Context: an optimization exercise on an open-source flow, tuned for small area, a short achievable clock period and few clock cycles per item. The choices shown serve that exercise and are no tape-out recipe.
The RTL was checked by simulation tests, not by an equivalence proof against the original design.

// cnn_top
module cnn_top (
    clk,
    rst_n,
    start,
    done,
    data_bram_wen, data_bram_addr, data_bram_din,
    weight_bram_wen, weight_bram_addr, weight_bram_din,
    feature_bram_wen, feature_bram_addr, feature_bram_din,
    dense_w_bram_wen, dense_w_bram_addr, dense_w_bram_din,
    final_class_out
);
For scale: ~2600 cells after synthesis, ~76 I/O pins.
Settings: LEC_CHECK=0, CAP_MARGIN=20, CORE_MARGIN=2, CORE_UTILIZATION=60, CTS_BUF_LIST=sky130_fd_sc_hd__clkbuf_8, CTS_CLUSTER_DIAMETER=60, CTS_CLUSTER_SIZE=16, PLACE_DENSITY=0.75, SETUP_SLACK_MARGIN=3.9, SLEW_MARGIN=20, SYNTH_HIERARCHICAL=1; clock period 7.0 ns.
run.sh (not shown) runs the stock make flow with config.mk's settings and CLKGATE_MAP_FILE= SYNTH_SCRIPT=/design/flow/synth_recipe.tcl, a recipe that flattens the netlist after the stock synthesis.
Testbench counts at the start, summed over its fixed seeds: cycles 5,760, inferences 320.
Edit:
--- a/flow/config.mk
+++ b/flow/config.mk
@@ -7,0 +8 @@
+export ABC_AREA = 1
@@ -15 +16 @@
-export SETUP_SLACK_MARGIN = 3.9
+export SETUP_SLACK_MARGIN = 3.8
Effect: Area after synthesis grows by 7.9%. Cell area goes up by 4.6%. Non-clock buffer count decreases by 86. Cell count goes up by 46%. Worst setup slack gains 70 ps. Synthesized cell count increases by 58%. Routed wire length goes up by 11%.
Edit:
--- a/flow/config.mk
+++ b/flow/config.mk
@@ -8 +7,0 @@
-export ABC_AREA = 1
@@ -16 +15 @@
-export SETUP_SLACK_MARGIN = 3.8
+export SETUP_SLACK_MARGIN = 3.6
=> Setup slack loses 220 ps; global-route usage fell by 1.5 points; non-clock buffer count fell by 7.
Edit:
--- a/flow/config.mk
+++ b/flow/config.mk
@@ -11,3 +10,0 @@
-export CTS_BUF_LIST = sky130_fd_sc_hd__clkbuf_8
-export CTS_CLUSTER_DIAMETER = 60
-export CTS_CLUSTER_SIZE = 16
@@ -15 +12 @@
-export SETUP_SLACK_MARGIN = 3.6
+export SETUP_SLACK_MARGIN = 4.0
After rerunning:
- The changed run went through all stages and came out clean
- die area does not change
- final cell count goes up by 5.3%
- non-clock buffer count rises by 155

---

Starting RTL as in the previous note.
==> flow/config.mk <==
export PLATFORM = sky130hd
export DESIGN_NAME = cnn_top
export DESIGN_NICKNAME = cnn_top
export VERILOG_FILES = /design/flow/design.v
export SDC_FILE = /design/flow/constraint.sdc
export NUM_CORES = 4
export LEC_CHECK = 0
export CAP_MARGIN = 20
export CORE_MARGIN = 2
export CORE_UTILIZATION = 60
export CTS_BUF_LIST = sky130_fd_sc_hd__clkbuf_8
export CTS_CLUSTER_DIAMETER = 60
export CTS_CLUSTER_SIZE = 16
export PLACE_DENSITY = 0.75
export SETUP_SLACK_MARGIN = 3.8
export SLEW_MARGIN = 20
export SYNTH_HIERARCHICAL = 1
==> flow/constraint.sdc <==
create_clock -name core_clock -period 7.0 [get_ports {clk}]
set_input_delay 1.4000 -clock core_clock [delete_from_list [all_inputs] [get_ports {clk}]]
set_output_delay 1.4000 -clock core_clock [all_outputs]
set_load 0.01 [all_outputs]
Testbench counts at the start, summed over its fixed seeds: cycles 5,760, inferences 320.
Then changed:
Settings changed: SETUP_SLACK_MARGIN 3.8 to 3.4.
=>
- The changed run went through all stages and came out clean
- via count goes down by about 0.7%
- hold slack hardly moves
- die area does not change
- sequential share of layout area is about the same
- fmax shrinks by about 9%
Then changed:
Settings changed: CTS_CLUSTER_DIAMETER 60 to 50, CTS_CLUSTER_SIZE 16 to 20, SETUP_SLACK_MARGIN 3.4 to 3.8.
Result: Via count is higher by 0.84%; die area does not change; worst setup slack improves by 0.32 ns.
Then changed:
Settings changed: CTS_CLUSTER_DIAMETER 50 to 60, CTS_CLUSTER_SIZE 20 to 16, SETUP_SLACK_MARGIN 3.8 to 3.0.
What happened: The changed run went through all stages and came out clean. Wire length drops slightly. Via count shrinks slightly. Worst hold slack is better by 0.0043 ns. Synthesized area is unchanged. Maximum frequency goes down by roughly a tenth. Register-to-register slack gets worse by 0.35 ns. Final cell count is lower slightly.
Then changed:
Settings changed: SETUP_SLACK_MARGIN 3.0 to 4.0.
The new run completed without violations.
Clock-buffer cell count is higher by 1.
Synthesized cell count does not change.
Cell count rose by 3.5%.
Die area is unchanged.
Hold slack loses 0.015 ns.
Clock skew fell by 0.0093 ns.
Synthesized area stays the same.
Worst setup slack improves by 0.34 ns.
Utilization rose by 2.4 points.
First-iteration DRC count went up by 0.75%.
Then changed:
Settings changed: SETUP_SLACK_MARGIN 4.0 to 3.7.
Outcome:
- The changed run passed the timing, design-rule and antenna checks
- worst setup slack loses 0.036 ns
- final cell count shrinks by 3.4%
- via count drops by 3.2%
- hold slack gains 0.017 ns
- maximum frequency came out lower by 1.1%
- synthesized area is unchanged
- global-route usage drops by 0.35 points
- critical path depth falls by 4
- first-iteration DRC count went down by 2.8%
- routed wire length fell by 4.8%

[port drivers added, routing unchanged]
Ports are ideal in the flow. The routed layouts listed here were re-timed in OpenROAD.
Step 1: set_driving_cell puts a clkbuf_16 on clk and a buf_2 on each other input, an assumption about the parent block.
Step 2 adds t to the input delays and takes it off the output delays; t is the mean of the earliest and latest rising clock arrival at the registers after step 1. Input paths then give back, and output paths get back, about the clock's delay inside the block.
a / b / c = no drivers / after step 1 / after step 2; a / b = the first two.
run | shift t [ns] | setup slack, ns | worst setup path after step 2 | clock arrival spread, ns
the first run of note 1 | 0.724 | 3.847 / 3.847 / 3.339 | input to register | 0.071 / 0.071
the second run of note 1 | 0.720 | 3.917 / 3.917 / 3.606 | input to register | 0.065 / 0.064
the third run of note 1 | 0.728 | 3.701 / 3.701 / 3.384 | input to register | 0.074 / 0.073
the fourth run of note 1 | 0.663 | 3.837 / 3.837 / 3.446 | input to register | 0.042 / 0.043
the first run of note 2 | 0.728 | 3.839 / 3.839 / 3.395 | input to register | 0.075 / 0.075
the second run of note 2 | 0.726 | 3.525 / 3.525 / 3.404 | input to register | 0.071 / 0.071
the third run of note 2 | 0.714 | 3.845 / 3.845 / 3.385 | input to register | 0.059 / 0.059
the fourth run of note 2 | 0.726 | 3.496 / 3.496 / 3.406 | input to register | 0.071 / 0.071
the fifth run of note 2 | 0.707 | 3.833 / 3.833 / 3.447 | input to register | 0.049 / 0.049
the sixth run of note 2 | 0.727 | 3.797 / 3.797 / 3.395 | input to register | 0.073 / 0.072
After both steps setup and hold are still met in every run listed. The setup slack of the first run of note 1, which loses most, moves by 0.000 ns with the drivers and by -0.508 ns with both steps.
